Background: an optimization exercise with open tools, aiming at small area. Do not read the settings as production practice.
Only simulation tests tie the RTL to the original design; equivalence was not proved.
Power is estimated from default activity; no workload was simulated.

==> flow/design.v <==
module SDRAM_arbit(
    input                   sysclk_100M         ,
    input                   rst_n               ,
    output                  CKE                 ,
    output                  cs_n                ,
    output  reg             ras_n               ,
    output  reg             cas_n               ,
    output  reg             we_n                ,
    output          [12:0]  addr                ,
    output          [ 1:0]  ba                  ,
    output          [ 1:0]  dqm                 ,
    output          [15:0]  dq_o                ,
    output                  dq_oe               ,
    input           [15:0]  dq_i                ,
    input                   write_trig          ,
    output                  write_data_vld      ,
    input           [15:0]  w_dq                ,
    input                   read_trig           ,
    output                  read_data_vld       ,
    output          [15:0]  r_dq                ,
    output                  write_end
);
localparam  P_INIT  = 5'b00000,
            P_ARBF  = 5'b00001,      
            P_REF0  = 5'b00010,      
            P_REF   = 5'b00011,
            P_RS0   = 5'b00100,      
            P_RS1   = 5'b00101,
            P_RP0   = 5'b00110,      
            P_RP1   = 5'b00111,
            P_WS0   = 5'b01000,      
            P_WS1   = 5'b01001,
            P_WA0   = 5'b01010,      
            P_WA1   = 5'b01011,
            P_WX    = 5'b01100,      
            P_ARBI  = 5'b01101,      
            P_WP0   = 5'b01110,      
            P_WP1   = 5'b01111,
            P_RX0   = 5'b10000,
            P_RA0   = 5'b11100,      
            P_RA1   = 5'b11101,
            P_ARBS  = 5'b11110;      
localparam  ROW_LAST = 1440 - 1;
localparam  INIT_FIRST  = 10'd41;
localparam  INIT_RELOAD = 10'd316;
localparam  REF_RELOAD  = 10'd780;
reg  [4:0]  ph;
reg         flag;            
reg  [9:0]  dcnt;            
reg         rr_d;            
reg         wstat, rstat;    
reg         wtd, rtd;        
reg         wt1, rt1;        
reg         wend_q, rend_q;  
reg  [8:0]  wcb;             
reg  [10:0] wrow;
reg         wbank;
reg  [5:0]  rcol;            
reg  [10:0] rrow;
reg         rbank;
assign CKE   = 1'b1;
assign cs_n  = 1'b0;
assign dqm   = 2'b00;
assign dq_o  = w_dq;
assign r_dq  = dq_i;
wire init    = (ph == P_INIT);
wire ref0    = (ph == P_REF0);
wire in_ref  = (ph[4:1] == 4'b0001);
wire arb     = (ph == P_ARBF) | (ph == P_ARBS);
wire wsess   = ~ph[4] & ph[3] & (ph != P_ARBI);
wire rsess   = (ph[4:2] == 3'b001) | (ph[4] & (ph[3:1] != 3'b111));
wire w_act   = (ph[4:1] == 4'b0101);
wire w_xfer  = (ph == P_WX);
wire w_pre0  = (ph == P_WP0);
wire w_pre1  = (ph == P_WP1);
wire r_act   = (ph[4:1] == 4'b1110);
wire r_xfer  = ph[4] & ~(ph[3] & ph[2]);
wire r_pre0  = (ph == P_RP0);
wire r_pre1  = (ph == P_RP1);
wire rc11    = (ph == 5'b11011);
wire rc9     = (ph == 5'b11001);
wire d_hi0   = (dcnt[9:1] == 9'd0);
wire d_zero  = d_hi0 & ~dcnt[0];
wire d_one   = d_hi0 & dcnt[0];
wire ref_req = d_zero & ~ref0;
wire rcol63  = (rcol == 6'd63);
wire w_b7    = (wcb[2:0] == 3'd7);
wire w_rowend = (wcb == 9'h1ff);
wire w_lastrow = (wrow == ROW_LAST);
wire w_frame = w_rowend & w_lastrow;
wire wend_c  = (wcb[7:0] == 8'b1111_1110) | (~w_act & wend_q);
wire w_bank_c = wbank ^ w_frame;
wire r_rowend = rc11 & rcol63;
wire r_lastrow = (rrow == ROW_LAST);
wire r_frame = r_rowend & r_lastrow;
wire rend_c  = (rc9 & (rcol[4:0] == 5'd31)) | (~r_act & rend_q);
wire r_bank_c = r_frame ? ~wbank : rbank;
wire both    = wstat & rstat & wend_q & rend_q;
wire g_rd    = both ? flag : (~(wstat & rend_q) & rstat & wend_q);
wire g_wr    = both ? ~flag : (wstat & rend_q);
reg  [4:0]  ph_nx;
always @(*) begin
    if (init)
        ph_nx = (d_one & rcol63) ? P_ARBI : P_INIT;
    else if (ph == P_ARBI)
        ph_nx = P_REF0;
    else if (arb)
        ph_nx = ref_req ? P_REF0 : g_rd ? P_RS0 : g_wr ? P_WS0 : ph;
    else if (ref0)
        ph_nx = P_REF;
    else if (ph == P_REF)
        ph_nx = (dcnt[2:0] == 3'b110) ? P_ARBF : P_REF;
    else if (w_xfer)
        ph_nx = (w_b7 & (rr_d | wend_q | w_rowend)) ? P_WP0 : P_WX;
    else if (w_pre1 | r_pre1)
        ph_nx = P_ARBS;
    else if (r_xfer)
        ph_nx = rc11 ? ((rend_q | rr_d) ? P_RP0 : P_RX0) : ph + 5'd1;
    else if (ph == P_RS1)
        ph_nx = P_RA0;
    else if (ph == P_RA1)
        ph_nx = P_RX0;
    else
        ph_nx = ph + 5'd1;      
end
wire [9:0]  dcnt_nx = (ref0 | (init & d_zero)) ? (init ? INIT_RELOAD : REF_RELOAD) :
                      d_zero ? dcnt : dcnt - 10'd1;
wire [8:0]  wcb_nx  = w_xfer ? wcb + 9'd1 : wcb;
wire        wend_nx = wend_c;
always @(posedge sysclk_100M or negedge rst_n) begin
    if (!rst_n) begin
        ph     <= P_INIT;
        flag   <= 1'b0;
        dcnt   <= INIT_FIRST + 10'd1;
        rr_d   <= 1'b0;
        wstat  <= 1'b0;
        rstat  <= 1'b0;
        wtd    <= 1'b0;
        rtd    <= 1'b0;
        wt1    <= 1'b0;
        rt1    <= 1'b0;
        wend_q <= 1'b0;
        rend_q <= 1'b1;
        wcb    <= 9'd0;
        wrow   <= 11'd0;
        wbank  <= 1'b0;
        rcol   <= 6'd0;
        rrow   <= 11'd0;
        rbank  <= 1'b0;
    end else begin
        ph     <= ph_nx;
        if (ph == P_WS0)
            flag <= 1'b1;
        else if (ph == P_RS0)
            flag <= 1'b0;
        dcnt   <= dcnt_nx;
        rr_d   <= ref_req;
        wstat  <= w_pre1 ? ~wend_q : (wstat | wtd);
        rstat  <= r_pre1 ? ~rend_q : (rstat | rtd);
        wt1    <= write_trig;
        rt1    <= read_trig;
        wtd    <= wt1;
        rtd    <= rt1;
        wend_q <= wend_nx;
        rend_q <= rend_c;
        wcb    <= wcb_nx;
        if (w_rowend)
            wrow <= w_lastrow ? 11'd0 : wrow + 11'd1;
        wbank  <= w_bank_c;
        if (rc11 | (init & (d_zero | (d_one & rcol63))))
            rcol <= rcol + 6'd1;
        if (r_rowend)
            rrow <= r_lastrow ? 11'd0 : rrow + 11'd1;
        rbank  <= r_bank_c;
    end
end
wire nx_w_act = (ph_nx[4:1] == 4'b0101);
assign dq_oe          = ~ph_nx[4] & ph_nx[3] & (ph_nx != P_ARBI);
assign write_data_vld = (ph_nx == P_WX);
assign read_data_vld  = ph_nx[4] & (ph_nx[3] ^ ph_nx[2]);
assign write_end      = (wcb_nx[7:0] == 8'b1111_1110) | (~nx_w_act & wend_nx);
reg  [10:0] addr_c;
reg         ba_c;
always @(*) begin
    {ras_n, cas_n, we_n} = 3'b111;
    addr_c = 11'h400;
    ba_c   = 1'b0;
    if (init) begin
        if (rcol63 & (dcnt == 10'd10)) {ras_n, cas_n, we_n} = 3'b010;
        if (rcol63 & (dcnt == 10'd8))  {ras_n, cas_n, we_n} = 3'b001;
        if (rcol63 & d_one) begin
            {ras_n, cas_n, we_n} = 3'b000;
            addr_c = 11'h033;
        end
    end else if (ph == P_ARBI) begin
        addr_c = 11'h033;
    end else if (in_ref | (ph == P_ARBF)) begin
        if (in_ref & (dcnt[2:0] == 3'b100)) {ras_n, cas_n, we_n} = 3'b001;
        addr_c = 11'd0;
    end else if (wsess | ((ph == P_ARBS) & flag)) begin
        if (ph == P_WA0) {ras_n, cas_n, we_n} = 3'b011;
        if (w_xfer & (wcb[2:0] == 3'd0)) {ras_n, cas_n, we_n} = 3'b100;
        if (w_pre0) {ras_n, cas_n, we_n} = 3'b010;
        addr_c = w_act ? wrow : {w_pre0, 1'b0, wcb};
        ba_c   = w_bank_c;
    end else begin
        if (ph == P_RA0) {ras_n, cas_n, we_n} = 3'b011;
        if (ph == P_RX0) {ras_n, cas_n, we_n} = 3'b101;
        if (r_pre0) {ras_n, cas_n, we_n} = 3'b010;
        if (r_act)  addr_c = rrow;
        if (r_xfer) addr_c = {2'b00, rcol, 3'b000};
        ba_c   = r_bank_c;
    end
end
assign addr = {2'b00, addr_c};
assign ba   = {ba_c, 1'b0};
endmodule
==> flow/run.sh <==
#!/bin/bash
# synth_recipe.tcl (not shown) runs the flow's synth.tcl, then flattens the netlist and writes it again
# the make line also repeats each setting of config.mk as NAME=value (left out here)
make -C /OpenROAD-flow-scripts/flow DESIGN_CONFIG=/design/flow/config.mk WORK_HOME=/design/flow/orfs CLKGATE_MAP_FILE= SYNTH_SCRIPT=/design/flow/synth_recipe.tcl finish
==> flow/config.mk <==
export PLATFORM = sky130hd
export DESIGN_NAME = SDRAM_arbit
export DESIGN_NICKNAME = SDRAM_arbit
export VERILOG_FILES = /design/flow/design.v
export SDC_FILE = /design/flow/constraint.sdc
export NUM_CORES = 4
export LEC_CHECK = 0
export CAP_MARGIN = 20
export CORE_MARGIN = 2
export CORE_UTILIZATION = 40
export CTS_BUF_LIST = sky130_fd_sc_hd__clkbuf_8
export SLEW_MARGIN = 20
==> flow/constraint.sdc <==
create_clock -name core_clock -period 10.0 [get_ports {sysclk_100M}]
set_input_delay 2.0000 -clock core_clock [delete_from_list [all_inputs] [get_ports {sysclk_100M}]]
set_output_delay 2.0000 -clock core_clock [all_outputs]
set_load 0.01 [all_outputs]
==> run summary, run 1 <==
status=finished clean; number of synthesized flops with an enable pin=0; Inst Count DP=644; minimum clock period=a little under 6000 ps; synthesis-stage register bit count=64; r2r startpoint=ph[1]; Hold Crit Depth=0; Port Buf Inserts=22; Overflow after GRT=0; relative slew slack=between 30% and 40%; largest net degree at the start of global routing=65; fin cells=660; Max Fclk=170 MHz; CTS Buf Count=9; hold_sp=rt1; initial antenna violation count=0; boundary pin count=94; Avg WL per Cell=between 15 and 20 um; # hold bufs at CTS=0; WHS Endpoint=rtd; VDD IR max=89.7 uV; 1st-pass router iterations=4; pwr/cell area=111 mW/mm^2; CP Data Arrival Time=3890 ps; post-synthesis sequential area ratio=34.8%; Leakage=2.02 nW; Hold Path Class=reg2reg; Setup Skew=5.96 ps; vias per inst=5.82; Reg clk slew, reported paths=roughly 70 ps; layout cells sized above 1=8.70%; Post-Syn Area per Cell=8.65 um^2; Most used DFF post-synth=dfrtp_1; initial DRC count=215; first-pass GRT wire length=19,300 um; synthesized instance count=between 500 and 600; P&R area growth vs syn=5.88%; H-tree levels=3; Yosys cell types=72; die area=0.0124 mm^2; Max Slew Vio Count=0; Startpoint Class=register; internal reg-to-reg setup slack=7190 ps; Register Area=0.00161 mm^2; RSZ-0062 raised after global routing=no; Max Cap Viol=0; Routed Antenna Nets=0; total track usage=19.2%; Worst Setup End Kind=output port; Vert. Die Dim=111 um; DRC viols=0; CTS tree=yes; vias=3,842; critical path class=reg2out; final WL=11,300 um; yosys warns=1; capturing point of the worst reg2reg path=ph[1]; # setup viols final=0; depth of the worst register-to-register path=7; vias in the first global route=3,801; Diodes inserted=0; fin crit share=58.9%; CP required=8000 ps; slowest stage delay, CP=560 ps; post-route setup TNS=0 ps; Async SR Flop Fraction=100%; NumNets Final=around 570; Slew @ Worst Pin=1020 ps; Skew-Pair Late Insertion Delay=roughly 360 ps; cell area after synthesis=roughly 0.0046 mm^2; sequence of cells on the critical path=inv_1, ha_1, nor4bb_1, a311oi_1, or4b_1, a32oi_2, nand4bb_1, a22o_1, clkdlybuf4s50_1; clk sinks=64; fillcell total=1,126; Final GP Congestion=0.923; Max Buffers Root-to-Sink=2; Post-CTS Setup Bufs=0; PostCTS Resize Cnt=0; CORE AREA=0.0113 mm^2; hpwl dp=approximately 8100 um; multi-input logic area=0.00257 mm^2; Initial Util=around two fifths; Worst path slowest cell=dfrtp_1; CTS root buf=clkbuf_8; endpoints failing hold=0; DIE WIDTH=111 um; crit-path max FO=15; Site Rows=39
-- per-layer routing --
metal / part of all wire (%) / global-route usage, % / wire [um] / vias up
met5: 0 / 0 / 0 / -
met4: 3.1 / 8.48 / 355 / 0
met3: 5.4 / 5.01 / 608 / 27
met2: 45 / 28.1 / 5090 / 118
met1: 47 / 26.8 / 5300 / 1856
li1: - / - / - / 1841
-- stage by stage --
stage                     power, mW  worst slack, ps  instance area, um^2  util [%]  hold WS, ps
after floorplan               0.281             5490                 4640         -          331
after global placement        0.272             4590                 4640      41.0          333
after detailed placement      0.273             4520                 4640      41.0          335
after CTS                     0.552             4120                 4890      43.2          353
after global routing          0.567             3860                 4890      43.2          371
final                         0.543             4110                 4890      43.2          351
-- area by class of cell --
cell class / instances / share of cell area (%)
multi-input combinational: 400 / 52.6
sequential: 64 / 32.9
timing repair buffer: 26 / 5.02
tap: 143 / 3.66
clock buffer: 9 / 2.53
clock inverter: 7 / 2.46
inverter: 11 / 0.845
-- worst max path at each step --
stage | startpoint | to | slack (ps) | cells past startpoint
CTS | ph[1] | write_end | 4120 | 9
finish | ph[1] | write_end | 4110 | 9
global route | ph[1] | write_data_vld | 3860 | 9
floorplan | ph[1] | read_data_vld | 5490 | 10
global placement | ph[1] | write_end | 4590 | 9
detailed placement | ph[1] | write_end | 4520 | 9
-- Yosys cell counts (all sizes together) (11+ instances only) --
| cell type | count | area [um^2] |
|---|---|---|
| a21oi | 20 | 104 |
| a31oi | 11 | 68.8 |
| and3 | 11 | 68.8 |
| buf | 55 | 382 |
| dfrtp | 60 | 1500 |
| ha | 18 | 225 |
| nand2 | 56 | 210 |
| nand3 | 28 | 140 |
| nand4 | 14 | 87.6 |
| nor2 | 49 | 186 |
| nor3 | 14 | 70.1 |
| o21ai | 29 | 149 |
| xnor2 | 21 | 184 |
-- worst max-delay path, delay by kind of cell, from the launching register on --
family | cells | cell delay [ps]
compound gates | 3 | 540
fa+ha+maj | 1 | 490
buf+inv | 2 | 720
flops | 1 | 560
simple gates | 3 | 1200
-- where the power goes --
part	internal, mW	leakage [nW]	switching, mW	total (mW)
sequential	0.260	0.847	0.000185	0.260
combinational	0.00106	1.05	0.00625	0.00731
clock	0.166	0.119	0.110	0.276
total	0.426	2.02	0.117	0.543
-- registers in the layout, indices dropped and copies added, names as in the netlist, 5 cells and up --
| signal | count |
|---|---|
| rrow | 11 |
| wrow | 11 |
| dcnt | 10 |
| wcb | 9 |
| rcol | 6 |
| ph | 5 |
-- cell families after synthesis --
kind of cell / count (synthesis) / share of synthesized area, %
flip-flops: 64 / 34.8
buffers and inverters: 75 / 9.89
multiplexers: 15 / 3.39
AND/OR/NAND/NOR: 223 / 25.3
XOR/XNOR: 27 / 5.12
AO/OA/AOI/OAI: 110 / 16.5
adder cells (fa/ha/maj): 18 / 4.88
other: 2 / 0.163
-- cell usage in the layout (no fill, tap or decap), drive strengths merged, types with 10 or more instances in the layout --
cell type,n
a21oi,20
a31oi,11
and3,11
clkdlybuf4s50,21
dfrtp,60
ha,18
inv,10
mux2i,10
nand2,56
nand3,28
nand4,14
nor2,49
nor3,14
o21ai,29
xnor2,21
==> run 2, diff against run 1 <==
--- a/flow/config.mk
+++ b/flow/config.mk
@@ -10,3 +10,2 @@
 export CORE_UTILIZATION = 40
-export CTS_BUF_LIST = sky130_fd_sc_hd__clkbuf_8
 export SLEW_MARGIN = 20
==> run 2 against run 1 <==
Net effect: count of clock-buffer cells in the layout did not move; synthesized cell count is the same; critical path type unchanged; register-to-register slack is essentially flat; clock skew shrank 1.3 ps; sequential power about the same; worst hold slack got worse by 4.1 ps; flip-flop and latch count unchanged; die area stayed put; non-clock buffer count did not move; synthesized area stayed put; still clean on timing, DRC and antenna; sequential share of layout area decreased by 0.67 points.
==> run summary, run 2 <==
DIE WIDTH=roughly 110 um; Setup Skew=about 4.6 ps; commonest non-fill, non-tap cells in the layout=dfrtp_1, nand2_1, nor2_1; DRC viols=0; largest registers=rrow (11), wrow (11), dcnt (10); Overflow after GRT=0; critical path class=reg2out; Max Slew Vio Count=0; vias per inst=5.83; PnR worst setup slack=about 4100 ps; largest family of logic cells by synthesized area=simple AND/OR/NAND/NOR gates; die area=0.0124 mm^2; Most used DFF post-synth=dfrtp_1; Max Buffers Root-to-Sink=2; Post-Synth XOR/XNOR Area=slightly above 5%; Compound-Gate Fraction of Synth Area=16.5%; vias=3,846; H-tree levels=3; 1st-pass router iterations=4; Final GP Congestion=0.923; total track usage=19.2%; most numerous cell in the Yosys netlist=dfrtp_1; clk sinks=64; CORE AREA=about 0.011 mm^2; post-synthesis mux area share=3.39%; adder-cell share of the synthesized area=4.88%; Post-synth top cells=dfrtp_1, nand2_1, nor2_1; CTS root buf=clkbuf_16; Sequential Power Share=41.2%; Avg WL per Cell=approximately 17 um; yosys warns=1; post-route setup TNS=0 ps; Setup WS pre-CTS=between 4000 and 5000 ps; number of synthesized flops with an enable pin=0; final WL=between 10,000 and 15,000 um; pwr/cell area=127 mW/mm^2; NumNets Final=566; clock network power share=between 50% and 60%; net switching power=~0.13 mW; fin crit share=58.6%; Post-Syn Area per Cell=8.65 um^2; # hold bufs at CTS=0; PostCTS Resize Cnt=0; Reg clk slew, reported paths=60 ps; dominant cell type by area after synthesis=dfrtp_1; CTS Buf Count=9; boundary pin count=94; Skew-Pair Late Insertion Delay=340 ps; cell area after synthesis=between 0.004 and 0.005 mm^2; Yosys cell types=72; Vert. Die Dim=~110 um; Diodes inserted=0; initial DRC count=261; VDD IR max=105 uV; Initial Util=between 40 and 50%; Hold Path Class=reg2reg; Max Cap Viol=0; Max Fclk=171 MHz; crit-path max FO=15; combinational power share=about 1.2%; Switching Fraction=roughly 20%; relative slew slack=a little under a third; Routed Antenna Nets=0; internal power=approximately 0.50 mW; Startpoint Class=register; Post-CTS Setup Bufs=0; Synth area leaders=dfrtp_1, buf_4, ha_1, nand2_1, xnor2_1; Yosys top cell area share=32.5%; most common cell after layout, fill and taps aside=dfrtp_1; Port Buf Inserts=22; CP required=8000 ps; first-pass GRT wire length=19,200 um; layout cells sized above 1=8.70%; Synth Area in Simple Gates=25.3%; endpoints failing hold=0; CTS tree=yes; synthesized instance count=between 500 and 600; P&R area growth vs syn=8.08%; hold_ws=roughly 350 ps; Worst Setup End Kind=output port; vias in the first global route=3,796; hpwl dp=8100 um; Leakage=between 2 and 2.5 nW; synthesis-stage register bit count=64; post-synthesis sequential area ratio=34.8%; minimum clock period=5860 ps; status=finished clean; RSZ-0062 raised after global routing=no; CP Data Arrival Time=3860 ps; Site Rows=39; Slew @ Worst Pin=about 1000 ps; largest net degree at the start of global routing=65; initial antenna violation count=0; # setup viols final=0; Async SR Flop Fraction=100%
## run 2: cell counts after synthesis
Identical to the previous run, type by type.
## run 2: logic make-up after synthesis
group,Yosys count
other,2
AOI/OAI and AO/OA,110
adders and majority gates,18
DFF,64
muxes,15
and+or+nand+nor,223
buffers and inverters,75
xor gates and xnor gates,27
## run 2: final cells by class
cell class	instances	area (um^2)
clock buffers	9	225
clock inverters	7	120
repair buffers	26	245
inverters	11	41.3
flip-flops and latches	64	1610
fillers	1120	6330
well taps	143	179
multi-input cells	400	2570
## run 2: critical path, cell delays in order, from the launching register on
cell             delay [ps]
dfrtp_1                 550
inv_1                   200
ha_1                    490
nor4bb_1                430
a311oi_1                 80
or4b_1                  530
a32oi_2                 300
nand4bb_1               240
a22o_1                  160
clkdlybuf4s50_1         520
## run 2: through the flow
| step | total power, mW | instances | utilization [%] | instance area, um^2 |
|---|---|---|---|---|
| after floorplan | 0.281 | 539 | - | 4640 |
| after global placement | 0.272 | 644 | 41.0 | 4640 |
| after detailed placement | 0.273 | 644 | 41.0 | 4640 |
| after CTS | 0.640 | 660 | 44.1 | 4990 |
| after global routing | 0.654 | 660 | 44.1 | 4990 |
| final | 0.632 | 660 | 44.1 | 4990 |
## run 2: power groups by stage
stage / sequential (mW) / clock [mW] / combinational (mW)
final: 0.260 / 0.364 / 0.00729
after floorplan: 0.265 / 0 / 0.0164
after global routing: 0.260 / 0.385 / 0.00882
after CTS: 0.260 / 0.372 / 0.00785
after global placement: 0.265 / 0 / 0.00772
after detailed placement: 0.265 / 0 / 0.00783
## run 2: path summary, 6_finish.rpt
kind / startpoint / to / slack [ps] / cells past startpoint
worst max-delay path: ph[1] / write_end / 4140 / 9
worst min-delay path: rt1 / rtd / 350 / 0
worst max register to register: ph[1] / ph[1] / 7190 / 7
worst min register to register: rt1 / rtd / 350 / 0
max in group asynchronous: rst_n / dcnt[0] / 7620 / 2
min in group asynchronous: rst_n / wrow[4] / 1840 / 2
## run 2: routing by layer
metal	wire length, um	part of all wire, %	global-route usage (%)	vias to the layer above
met2	5160	45	28.7	118
met3	589	5.1	4.30	25
li1	-	-	-	1841
met5	0	0	0	-
met4	337	2.9	8.15	0
met1	5370	47	26.8	1862

==> afterwards: timing with drivers on the ports <==
No port has a modelled driver above. Below, the same layouts with a new extraction and two added sets of constraints. Step 1: set_driving_cell puts a clkbuf_16 on sysclk_100M and a buf_2 on each other input, an assumption about the parent block. Step 2, shift: input delay + t, output delay - t, t = (earliest + latest rising clock arrival at the registers) / 2. This alone moves slack from input paths to output paths. Slacks: no drivers / after step 1 / after step 2; pairs: no drivers / after step 1.
run	t (ns)	setup slack, ns	hold slack, ns	worst setup path after step 2	cell pins on the clock port's net
run 1	0.388	4.108 / 4.076 / 4.464	0.351 / 0.351 / 0.351	register to output	1
run 2	0.370	4.139 / 4.103 / 4.473	0.347 / 0.347 / 0.347	register to output	1
After both steps setup and hold are still met in every run listed.
